This is an optimization exercise on Yosys and OpenROAD, whose aim is small area and a short achievable clock period, not a production implementation.
In this exercise RTL edits were held to simulation tests only and were not proved equivalent to the original.
The clock port is modelled as an ideal driver, which makes a skipped or thinned clock tree look cheaper than it is; a real chip needs a root buffer or a tree.

==> run R: inputs <==
Design c6288_top, start of the top module:
module c6288_top (
  input         clk,
  input  [15:0] a,
  input  [15:0] b,
  output [31:0] p
);
  reg  [15:0] a_q;
  reg  [15:0] b_q;
  reg  [31:0] p_q;
  wire [31:0] prod;
  always @(posedge clk) begin
    a_q <= a;
    b_q <= b;
    p_q <= prod;
  end
  assign p = p_q;
  c6288 u_mul (.a(a_q), .b(b_q), .p(prod));
endmodule
export LEC_CHECK = 0
export CAP_MARGIN = 20
export CORE_MARGIN = 2
export CORE_UTILIZATION = 65
export SLEW_MARGIN = 20
export SYNTH_HIERARCHICAL = 1
export SYNTH_MINIMUM_KEEP_SIZE = 0
create_clock -name core_clock -period 15.0 [get_ports {clk}]
standard.sh (not shown) runs the stock make flow with config.mk's settings and CLKGATE_MAP_FILE= SYNTH_SCRIPT=/design/flow/synth_recipe.tcl, a recipe that flattens the netlist after the stock synthesis.
==> flow/flow/run.sh <==
#!/bin/bash
set -uo pipefail
source flow/params.sh
export RES=orfs/results/sky130hd/c6288_top/base
ARGS=(MATCH_CELL_FOOTPRINT=0 "BUFFER_PORTS_ARGS=-buffer_cell $PORT_BUF" SETUP_SLACK_MARGIN=$SETUP_MARGIN $EXTRA)
if [ -n "${CTS_OPTS:-}" ]; then ARGS+=("CTS_ARGS=$CTS_OPTS"); fi
bash standard.sh "${ARGS[@]}" floorplan > std_floorplan.log 2>&1 || exit 1
if [ -n "$IN_FF" ]; then
  IN_FF=$IN_FF openroad -no_init -exit flow/upsize.tcl > upsize.log 2>&1 || exit 1
fi
bash standard.sh "${ARGS[@]}" cts > std_cts.log 2>&1 || exit 1
if [ -n "$SKEW_CELLS" ]; then
  SKEW_CELLS="$SKEW_CELLS" ROOT_CELL="${ROOT_CELL:-}" P_GROUP="${P_GROUP:-8}" IN_ROOTS="${IN_ROOTS:-2}" openroad -no_init -exit flow/${SKEW_TCL:-skew.tcl} > skew.log 2>&1 || exit 1
fi
bash standard.sh "${ARGS[@]}" finish > std_finish.log 2>&1
st=$?
cp orfs/logs/sky130hd/c6288_top/base/*.log . 2>/dev/null
exit $st
==> flow/flow/params.sh <==
SETUP_MARGIN=10.7
PORT_BUF=sky130_fd_sc_hd__buf_1
IN_FF=sky130_fd_sc_hd__dfxtp_2
SKEW_CELLS="sky130_fd_sc_hd__clkdlybuf4s50_1 sky130_fd_sc_hd__clkbuf_8"
EXTRA="SKIP_CTS_REPAIR_TIMING=1 REMOVE_ABC_BUFFERS=1 SETUP_MOVE_SEQUENCE=sizeup,swap"
CTS_OPTS="-sink_clustering_enable -repair_clock_nets -dont_use_dummy_load -buf_list {sky130_fd_sc_hd__clkbuf_4 sky130_fd_sc_hd__clkbuf_8}"
SKEW_TCL="skew2.tcl"
ROOT_CELL="sky130_fd_sc_hd__clkbuf_16"
P_GROUP="8"
IN_ROOTS="2"
==> flow/flow/skew2.tcl <==
read_db $::env(RES)/4_cts.odb
set block [ord::get_db_block]
set db [ord::get_db]
set portnet [$block findNet clk]
set root ""
foreach it [$portnet getITerms] { set root [$it getInst] }
$root swapMaster [$db findMaster $::env(ROOT_CELL)]
set rootnet [[$root findITerm X] getNet]
puts "root [$root getName] -> [$rootnet getName]"
set leaves {}
set pflops {}
set inflops {}
foreach inst [$block getInsts] {
  set name [$inst getName]
  if {[string match {a_q*} $name] || [string match {b_q*} $name] || [string match {p_q*} $name]} {
    set it [$inst findITerm CLK]
    set drv [[$it getNet] getFirstOutput]
    if {$drv ne "NULL" && $drv ne ""} {
      set d [$drv getInst]
      if {$d ne $root} { lappend leaves $d }
    }
    $it disconnect
    if {[string match {p_q*} $name]} {
      lappend pflops $inst
    } else {
      lappend inflops $inst
    }
  }
}
# operand registers: split by position among IN_ROOTS new root buffers
set pts {}
foreach inst $inflops {
  set bb [$inst getBBox]
  lappend pts [list $inst [$bb xMin] [$bb yMin]]
}
set pts [lsort -integer -index 2 $pts]
set nr $::env(IN_ROOTS)
set per [expr {([llength $pts] + $nr - 1) / $nr}]
for {set r 0} {$r < $nr} {incr r} {
  set grp [lrange $pts [expr {$r * $per}] [expr {$r * $per + $per - 1}]]
  set sx 0; set sy 0
  foreach p $grp { incr sx [lindex $p 1]; incr sy [lindex $p 2] }
  set n [llength $grp]
  set buf [odb::dbInst_create $block [$db findMaster $::env(ROOT_CELL)] "clk_in_root_$r"]
  set dst [odb::dbNet_create $block "clk_in_$r"]
  $dst setSigType CLOCK
  [$buf findITerm A] connect $portnet
  [$buf findITerm X] connect $dst
  $buf setLocation [expr {$sx / $n}] [expr {$sy / $n}]
  $buf setPlacementStatus PLACED
  foreach p $grp { [[lindex $p 0] findITerm CLK] connect $dst }
  puts "operand root $r: $n registers"
}
set pts {}
foreach inst $pflops {
  set bb [$inst getBBox]
  lappend pts [list $inst [$bb xMin] [$bb yMin]]
}
set pts [lsort -integer -index 2 $pts]
set gsize $::env(P_GROUP)
set k 0
set g 0
for {set i 0} {$i < [llength $pts]} {incr i $gsize} {
  set grp [lsort -integer -index 1 [lrange $pts $i [expr {$i + $gsize - 1}]]]
  set sx 0; set sy 0
  foreach p $grp { incr sx [lindex $p 1]; incr sy [lindex $p 2] }
  set n [llength $grp]
  set x [expr {$sx / $n}]; set y [expr {$sy / $n}]
  set src $rootnet
  foreach cell $::env(SKEW_CELLS) {
    set buf [odb::dbInst_create $block [$db findMaster $cell] "skew_buf_$k"]
    set dst [odb::dbNet_create $block "skew_clk_$k"]
    $dst setSigType CLOCK
    [$buf findITerm A] connect $src
    [$buf findITerm X] connect $dst
    $buf setLocation $x $y
    $buf setPlacementStatus PLACED
    set src $dst
    incr k
  }
  foreach p $grp { [[lindex $p 0] findITerm CLK] connect $src }
  puts "group $g: $n product registers behind $::env(SKEW_CELLS)"
  incr g
}
# remove the CTS leaf buffers that now drive nothing
foreach d [lsort -unique $leaves] {
  set out [[$d findITerm X] getNet]
  set loads 0
  if {$out ne "NULL"} {
    foreach it [$out getITerms] { if {[$it isInputSignal]} { incr loads } }
  }
  if {$loads == 0} {
    puts "removing [$d getName]"
    odb::dbInst_destroy $d
    if {$out ne "NULL"} { odb::dbNet_destroy $out }
  }
}
global_connect
detailed_placement
check_placement
write_db $::env(RES)/4_cts.odb
Other scripts of this flow, unchanged in this note and not shown: flow/flow/skew.tcl, flow/flow/upsize.tcl
==> run K (differences from run R) <==
--- a/flow/flow/run.sh
+++ b/flow/flow/run.sh
@@ -12,3 +12,3 @@
 if [ -n "$SKEW_CELLS" ]; then
-  SKEW_CELLS="$SKEW_CELLS" ROOT_CELL="${ROOT_CELL:-}" P_GROUP="${P_GROUP:-8}" IN_ROOTS="${IN_ROOTS:-2}" openroad -no_init -exit flow/${SKEW_TCL:-skew.tcl} > skew.log 2>&1 || exit 1
+  SKEW_CELLS="$SKEW_CELLS" openroad -no_init -exit flow/skew.tcl > skew.log 2>&1 || exit 1
 fi
==> flow/flow/params.sh (replaced) <==
SETUP_MARGIN=0
PORT_BUF=sky130_fd_sc_hd__buf_1
IN_FF=sky130_fd_sc_hd__dfxtp_4
SKEW_CELLS="sky130_fd_sc_hd__clkdlybuf4s50_1 sky130_fd_sc_hd__clkbuf_4"
EXTRA=""
CTS_OPTS="-sink_clustering_enable -repair_clock_nets -dont_use_dummy_load -buf_list {sky130_fd_sc_hd__clkbuf_4 sky130_fd_sc_hd__clkbuf_8}"
- CORE_UTILIZATION: 65 -> 40
- CTS_BUF_LIST: not set -> sky130_fd_sc_hd__clkbuf_4 sky130_fd_sc_hd__clkbuf_8
removed: flow/flow/skew2.tcl
==> notes.md <==
                                                                                          run R                   run K
Met2 Routed Length                                                                10300 microns            9660 microns
Global-route track usage on met3                                                          5.51%                   5.20%
Required arrival time at the worst endpoint                                            12.00 ns                15.84 ns
Fraction of final layout cells with drive strength greater than 1                         10.0%                   7.27%
Data arrival time at the worst-slack endpoint                                           1.27 ns                 5.43 ns
Clock latency at the later pin of the worst-skew pair                                   0.80 ns                 0.98 ns
Tap cell instance count                                                                     147                     265
Weighted congestion at the end of routability-driven global placement                     0.903                   0.841
Run status                                                                       finished clean          finished clean
Final Instance Count excl. Fillers                                                          935                    1063
Met2 Use GR                                                                               54.7%                   32.5%
Clock Network Area Fraction                                                              0.293%                   1.44%
Kind of critical path                                                  flip-flop to output port  flip-flop to flip-flop
The clock cells of run R come from the design's own scripts or RTL, not from TritonCTS.

==> run a: inputs <==
Another version of the RTL of c6288_top (not shown whole).
clock: 15.0 ns
lec_check: 0
cap_margin: 20
core_margin: 2
core_utilization: 40
slew_margin: 20
synth_hierarchical: 1
synth_minimum_keep_size: 0
==> flow/flow/run.sh <==
#!/bin/bash
# Layout flow: the standard flow (standard synthesis unchanged), with
# small port buffers and timing repair aimed at a tighter setup target than
# the clock period needs. The clock period and constraints are unchanged.
set -uo pipefail
source flow/params.sh
bash standard.sh \
  SETUP_SLACK_MARGIN=$SETUP_MARGIN \
  MATCH_CELL_FOOTPRINT=0 \
  "BUFFER_PORTS_ARGS=-buffer_cell $PORT_BUF" \
  $EXTRA finish > standard.log 2>&1
st=$?
cp orfs/logs/sky130hd/c6288_top/base/*.log . 2>/dev/null
exit $st
==> flow/flow/params.sh <==
SETUP_MARGIN=10.6
PORT_BUF=sky130_fd_sc_hd__buf_1
EXTRA=""
==> inputs of run b, as changes to run a <==
--- a/flow/design.v
+++ b/flow/design.v
@@ -1308,43 +1308,43 @@
   wire G4_27 = G3_27 | (P3_27 & G3_15);
   wire G4_28 = G3_28 | (P3_28 & G3_15);
   wire G4_29 = G3_29 | (P3_29 & G3_15);
   wire G4_30 = G3_30 | (P3_30 & G3_15);
   wire G4_31 = G3_31 | (P3_31 & G3_15);
   assign p[0] = pg[0];
-  assign p[1] = ~(pg[1] ^ nc0);
-  assign p[2] = ~(pg[2] ^ rg1);
-  assign p[3] = ~(pg[3] ^ rg2);
-  assign p[4] = ~(pg[4] ^ rg3);
-  assign p[5] = ~(pg[5] ^ G2_4);
-  assign p[6] = ~(pg[6] ^ G2_5);
-  assign p[7] = ~(pg[7] ^ G2_6);
-  assign p[8] = ~(pg[8] ^ G2_7);
-  assign p[9] = ~(pg[9] ^ G3_8);
-  assign p[10] = ~(pg[10] ^ G3_9);
-  assign p[11] = ~(pg[11] ^ G3_10);
-  assign p[12] = ~(pg[12] ^ G3_11);
-  assign p[13] = ~(pg[13] ^ G3_12);
-  assign p[14] = ~(pg[14] ^ G3_13);
-  assign p[15] = ~(pg[15] ^ G3_14);
-  assign p[16] = ~(pg[16] ^ G3_15);
-  assign p[17] = ~(pg[17] ^ G4_16);
-  assign p[18] = ~(pg[18] ^ G4_17);
-  assign p[19] = ~(pg[19] ^ G4_18);
-  assign p[20] = ~(pg[20] ^ G4_19);
-  assign p[21] = ~(pg[21] ^ G4_20);
-  assign p[22] = ~(pg[22] ^ G4_21);
-  assign p[23] = ~(pg[23] ^ G4_22);
-  assign p[24] = ~(pg[24] ^ G4_23);
-  assign p[25] = ~(pg[25] ^ G4_24);
-  assign p[26] = ~(pg[26] ^ G4_25);
-  assign p[27] = ~(pg[27] ^ G4_26);
-  assign p[28] = ~(pg[28] ^ G4_27);
-  assign p[29] = ~(pg[29] ^ G4_28);
-  assign p[30] = ~(pg[30] ^ G4_29);
-  assign p[31] = ~(pg[31] ^ G4_30);
+  mul_xn2 u_sum1 (.a(pg[1]), .b(nc0), .y(p[1]));
+  mul_xn2 u_sum2 (.a(pg[2]), .b(rg1), .y(p[2]));
+  mul_xn2 u_sum3 (.a(pg[3]), .b(rg2), .y(p[3]));
+  mul_xn2 u_sum4 (.a(pg[4]), .b(rg3), .y(p[4]));
+  mul_xn2 u_sum5 (.a(pg[5]), .b(G2_4), .y(p[5]));
+  mul_xn2 u_sum6 (.a(pg[6]), .b(G2_5), .y(p[6]));
+  mul_xn2 u_sum7 (.a(pg[7]), .b(G2_6), .y(p[7]));
+  mul_xn2 u_sum8 (.a(pg[8]), .b(G2_7), .y(p[8]));
+  mul_xn2 u_sum9 (.a(pg[9]), .b(G3_8), .y(p[9]));
+  mul_xn2 u_sum10 (.a(pg[10]), .b(G3_9), .y(p[10]));
+  mul_xn2 u_sum11 (.a(pg[11]), .b(G3_10), .y(p[11]));
+  mul_xn2 u_sum12 (.a(pg[12]), .b(G3_11), .y(p[12]));
+  mul_xn2 u_sum13 (.a(pg[13]), .b(G3_12), .y(p[13]));
+  mul_xn2 u_sum14 (.a(pg[14]), .b(G3_13), .y(p[14]));
+  mul_xn2 u_sum15 (.a(pg[15]), .b(G3_14), .y(p[15]));
+  mul_xn2 u_sum16 (.a(pg[16]), .b(G3_15), .y(p[16]));
+  mul_xn2 u_sum17 (.a(pg[17]), .b(G4_16), .y(p[17]));
+  mul_xn2 u_sum18 (.a(pg[18]), .b(G4_17), .y(p[18]));
+  mul_xn2 u_sum19 (.a(pg[19]), .b(G4_18), .y(p[19]));
+  mul_xn2 u_sum20 (.a(pg[20]), .b(G4_19), .y(p[20]));
+  mul_xn2 u_sum21 (.a(pg[21]), .b(G4_20), .y(p[21]));
+  mul_xn2 u_sum22 (.a(pg[22]), .b(G4_21), .y(p[22]));
+  mul_xn2 u_sum23 (.a(pg[23]), .b(G4_22), .y(p[23]));
+  mul_xn2 u_sum24 (.a(pg[24]), .b(G4_23), .y(p[24]));
+  mul_xn2 u_sum25 (.a(pg[25]), .b(G4_24), .y(p[25]));
+  mul_xn2 u_sum26 (.a(pg[26]), .b(G4_25), .y(p[26]));
+  mul_xn2 u_sum27 (.a(pg[27]), .b(G4_26), .y(p[27]));
+  mul_xn2 u_sum28 (.a(pg[28]), .b(G4_27), .y(p[28]));
+  mul_xn2 u_sum29 (.a(pg[29]), .b(G4_28), .y(p[29]));
+  mul_xn2 u_sum30 (.a(pg[30]), .b(G4_29), .y(p[30]));
+  mul_xn2 u_sum31 (.a(pg[31]), .b(G4_30), .y(p[31]));
 endmodule
 module mul_fa (input a, input b, input c, output s, output co);
   assign s  = a ^ b ^ c;
   assign co = (a & b) | (a & c) | (b & c);
 endmodule
 module mul_fx (input a, input b, input c, output s, output co);
==> flow/flow/run.sh (replaced) <==
#!/bin/bash
set -uo pipefail
source flow/params.sh
export RES=orfs/results/sky130hd/c6288_top/base
ARGS=(MATCH_CELL_FOOTPRINT=0 "BUFFER_PORTS_ARGS=-buffer_cell $PORT_BUF" SETUP_SLACK_MARGIN=$SETUP_MARGIN $EXTRA)
if [ -n "${CTS_OPTS:-}" ]; then ARGS+=("CTS_ARGS=$CTS_OPTS"); fi
bash standard.sh "${ARGS[@]}" floorplan > std_floorplan.log 2>&1 || exit 1
if [ -n "$IN_FF" ]; then
  IN_FF=$IN_FF openroad -no_init -exit flow/upsize.tcl > upsize.log 2>&1 || exit 1
fi
bash standard.sh "${ARGS[@]}" cts > std_cts.log 2>&1 || exit 1
if [ -n "$SKEW_CELLS" ]; then
  SKEW_CELLS="$SKEW_CELLS" openroad -no_init -exit flow/skew.tcl > skew.log 2>&1 || exit 1
fi
bash standard.sh "${ARGS[@]}" finish > std_finish.log 2>&1
st=$?
cp orfs/logs/sky130hd/c6288_top/base/*.log . 2>/dev/null
exit $st
==> flow/flow/params.sh (replaced) <==
SETUP_MARGIN=10.7
PORT_BUF=sky130_fd_sc_hd__buf_1
IN_FF=sky130_fd_sc_hd__dfxtp_2
SKEW_CELLS="sky130_fd_sc_hd__clkdlybuf4s50_1 sky130_fd_sc_hd__clkbuf_4"
EXTRA="SKIP_CTS_REPAIR_TIMING=1 REMOVE_ABC_BUFFERS=1 SETUP_MOVE_SEQUENCE=sizeup,swap"
CTS_OPTS="-sink_clustering_enable -repair_clock_nets -dont_use_dummy_load -buf_list {sky130_fd_sc_hd__clkbuf_4 sky130_fd_sc_hd__clkbuf_8}"
==> flow/flow/skew.tcl (new file) <==
read_db $::env(RES)/4_cts.odb
set block [ord::get_db_block]
set db [ord::get_db]
array set groups {}
foreach inst [$block getInsts] {
  if {[string match {p_q*} [$inst getName]]} {
    set it [$inst findITerm CLK]
    lappend groups([[$it getNet] getName]) $it
  }
}
set k 0
foreach netname [lsort [array names groups]] {
  set src [$block findNet $netname]
  set sx 0; set sy 0; set c 0
  foreach it $groups($netname) {
    set bb [[$it getInst] getBBox]
    incr sx [$bb xMin]; incr sy [$bb yMin]; incr c
  }
  set x [expr {$sx / $c}]; set y [expr {$sy / $c}]
  foreach cell $::env(SKEW_CELLS) {
    set buf [odb::dbInst_create $block [$db findMaster $cell] "skew_buf_$k"]
    set dst [odb::dbNet_create $block "skew_clk_$k"]
    $dst setSigType CLOCK
    [$buf findITerm A] connect $src
    [$buf findITerm X] connect $dst
    $buf setLocation $x $y
    $buf setPlacementStatus PLACED
    set src $dst
    incr k
  }
  foreach it $groups($netname) {
    $it disconnect
    $it connect $src
  }
  puts "leaf $netname: $c product registers behind $::env(SKEW_CELLS)"
}
global_connect
detailed_placement
check_placement
write_db $::env(RES)/4_cts.odb
==> flow/flow/upsize.tcl (new file) <==
# Give the operand registers a stronger flip-flop of the same type.
read_db $::env(RES)/2_floorplan.odb
set block [ord::get_db_block]
set m [[ord::get_db] findMaster $::env(IN_FF)]
set n 0
foreach inst [$block getInsts] {
  set name [$inst getName]
  if {[string match {a_q*} $name] || [string match {b_q*} $name]} {
    $inst swapMaster $m
    incr n
  }
}
puts "upsized $n registers to $::env(IN_FF)"
write_db $::env(RES)/2_floorplan.odb
- CTS_BUF_LIST: default -> sky130_fd_sc_hd__clkbuf_4 sky130_fd_sc_hd__clkbuf_8
==> inputs of run c, as changes to run a <==
==> flow/flow/params.sh (replaced) <==
SETUP_MARGIN=0
PORT_BUF=sky130_fd_sc_hd__buf_1
EXTRA=""
==> inputs of run d, as changes to run a <==
==> flow/flow/run.sh (replaced) <==
#!/bin/bash
set -uo pipefail
source flow/params.sh
export RES=orfs/results/sky130hd/c6288_top/base
ARGS=(MATCH_CELL_FOOTPRINT=0 "BUFFER_PORTS_ARGS=-buffer_cell $PORT_BUF" SETUP_SLACK_MARGIN=$SETUP_MARGIN $EXTRA)
bash standard.sh "${ARGS[@]}" floorplan > std_floorplan.log 2>&1 || exit 1
if [ -n "$IN_FF" ]; then
  IN_FF=$IN_FF openroad -no_init -exit flow/upsize.tcl > upsize.log 2>&1 || exit 1
fi
bash standard.sh "${ARGS[@]}" cts > std_cts.log 2>&1 || exit 1
if [ -n "$SKEW_CELLS" ]; then
  SKEW_CELLS="$SKEW_CELLS" openroad -no_init -exit flow/skew.tcl > skew.log 2>&1 || exit 1
fi
bash standard.sh "${ARGS[@]}" finish > std_finish.log 2>&1
st=$?
cp orfs/logs/sky130hd/c6288_top/base/*.log . 2>/dev/null
exit $st
==> flow/flow/params.sh (replaced) <==
SETUP_MARGIN=0
PORT_BUF=sky130_fd_sc_hd__buf_1
IN_FF=sky130_fd_sc_hd__dfxtp_4
SKEW_CELLS="sky130_fd_sc_hd__clkdlybuf4s50_1 sky130_fd_sc_hd__clkbuf_4"
EXTRA=""
==> flow/flow/skew.tcl (new file) <==
read_db $::env(RES)/4_cts.odb
set block [ord::get_db_block]
set db [ord::get_db]
array set groups {}
foreach inst [$block getInsts] {
  if {[string match {p_q*} [$inst getName]]} {
    set it [$inst findITerm CLK]
    lappend groups([[$it getNet] getName]) $it
  }
}
set k 0
foreach netname [lsort [array names groups]] {
  set src [$block findNet $netname]
  set sx 0; set sy 0; set c 0
  foreach it $groups($netname) {
    set bb [[$it getInst] getBBox]
    incr sx [$bb xMin]; incr sy [$bb yMin]; incr c
  }
  set x [expr {$sx / $c}]; set y [expr {$sy / $c}]
  foreach cell $::env(SKEW_CELLS) {
    set buf [odb::dbInst_create $block [$db findMaster $cell] "skew_buf_$k"]
    set dst [odb::dbNet_create $block "skew_clk_$k"]
    $dst setSigType CLOCK
    [$buf findITerm A] connect $src
    [$buf findITerm X] connect $dst
    $buf setLocation $x $y
    $buf setPlacementStatus PLACED
    set src $dst
    incr k
  }
  foreach it $groups($netname) {
    $it disconnect
    $it connect $src
  }
  puts "leaf $netname: $c product registers behind $::env(SKEW_CELLS)"
}
global_connect
detailed_placement
check_placement
write_db $::env(RES)/4_cts.odb
==> flow/flow/upsize.tcl (new file) <==
# Give the operand registers a stronger flip-flop of the same type.
read_db $::env(RES)/2_floorplan.odb
set block [ord::get_db_block]
set m [[ord::get_db] findMaster $::env(IN_FF)]
set n 0
foreach inst [$block getInsts] {
  set name [$inst getName]
  if {[string match {a_q*} $name] || [string match {b_q*} $name]} {
    $inst swapMaster $m
    incr n
  }
}
puts "upsized $n registers to $::env(IN_FF)"
write_db $::env(RES)/2_floorplan.odb
- CTS_BUF_LIST: default -> sky130_fd_sc_hd__clkbuf_4 sky130_fd_sc_hd__clkbuf_8
==> comparison table <==
metric	run c	run d	run b	run a
Minimum period implied by the final worst setup slack	5700 ps	4610 ps	4440 ps	4830 ps
Pin slew with the least headroom to its limit	875 ps	607 ps	607 ps	511 ps
Launch point of the worst reg-to-reg path	b_q[13]	a_q[4]	a_q[7]	b_q[10]
Mean instance size in the synthesized netlist	10.2 um^2	10.2 um^2	10.2 um^2	10.2 um^2
Final design area excluding fillers	8660 um^2	8790 um^2	8840 um^2	9640 um^2
Number of vias in the routed layout	5612	5649	5501	5983
Clock-cell share of area	3.54%	2.23%	1.40%	3.09%
Data arrival at the endpoint of the critical path	5960 ps	5520 ps	1440 ps	5070 ps
CP max stage cell	dfxtp_1	fa_1	dfxtp_1	fa_1
Outcome	timing/DRC/antenna clean	timing/DRC/antenna clean	timing/DRC/antenna clean	timing/DRC/antenna clean
Proportion of synthesized area in mux cells	0.249%	0.249%	0%	0.249%
Gr usage total	19.4%	20.0%	19.8%	21.0%
Met3 track demand over resource in global routing	3.54%	3.42%	4.04%	3.39%
Share of synthesized area occupied by flip-flops and latches	15.9%	15.9%	16.3%	15.9%
Seq. cell area	1280 um^2	1400 um^2	1420 um^2	1400 um^2
Number of filler cells placed in the layout	1901	1886	1878	1846
Area overhead of the layout relative to synthesis	7.70%	9.38%	12.2%	19.9%
Met3 wire length	1150 um	1120 um	1440 um	1310 um
Max Clock Skew	5.25 ps	649 ps	656 ps	8.30 ps
Clock-pin slew on the worst setup and hold paths	60 ps	90 ps	110 ps	60 ps
Vertical extent of the die	146 um	146 um	144 um	146 um

==> port drivers added, routing unchanged <==
Ports are ideal in the flow. The routed layouts listed here were re-timed in OpenROAD.
Step 1 sets driving cells, clkbuf_16 on the clock port and buf_2 on the other inputs (assumed; they add their load-dependent delay and slew).
Step 2, shift: input delay + t, output delay - t, t = (earliest + latest rising clock arrival at the registers) / 2. This alone moves slack from input paths to output paths.
Three values: ideal ports, drivers, drivers and shift; two values: the first two.
run	shift t [ns]	setup WS [ns]	clock arrival spread, ns	worst register clock-pin slew, ns
run R	0.529	10.729 / 10.666 / 10.828	0.662 / 0.662	0.09 / 0.09
run K	0.696	10.403 / 10.403 / 10.403	0.654 / 0.653	0.09 / 0.09
run a	0.391	10.170 / 10.170 / 10.170	0.008 / 0.008	0.06 / 0.06
run b	0.699	10.562 / 10.525 / 10.734	0.655 / 0.656	0.11 / 0.11
run c	0.383	9.296 / 9.296 / 9.296	0.007 / 0.006	0.06 / 0.06
run d	0.710	10.388 / 10.388 / 10.388	0.649 / 0.649	0.09 / 0.09
In run R, run K, run b and run d the clock reaches the registers at very different times; t lies between them, and the last value is a rough guide only.
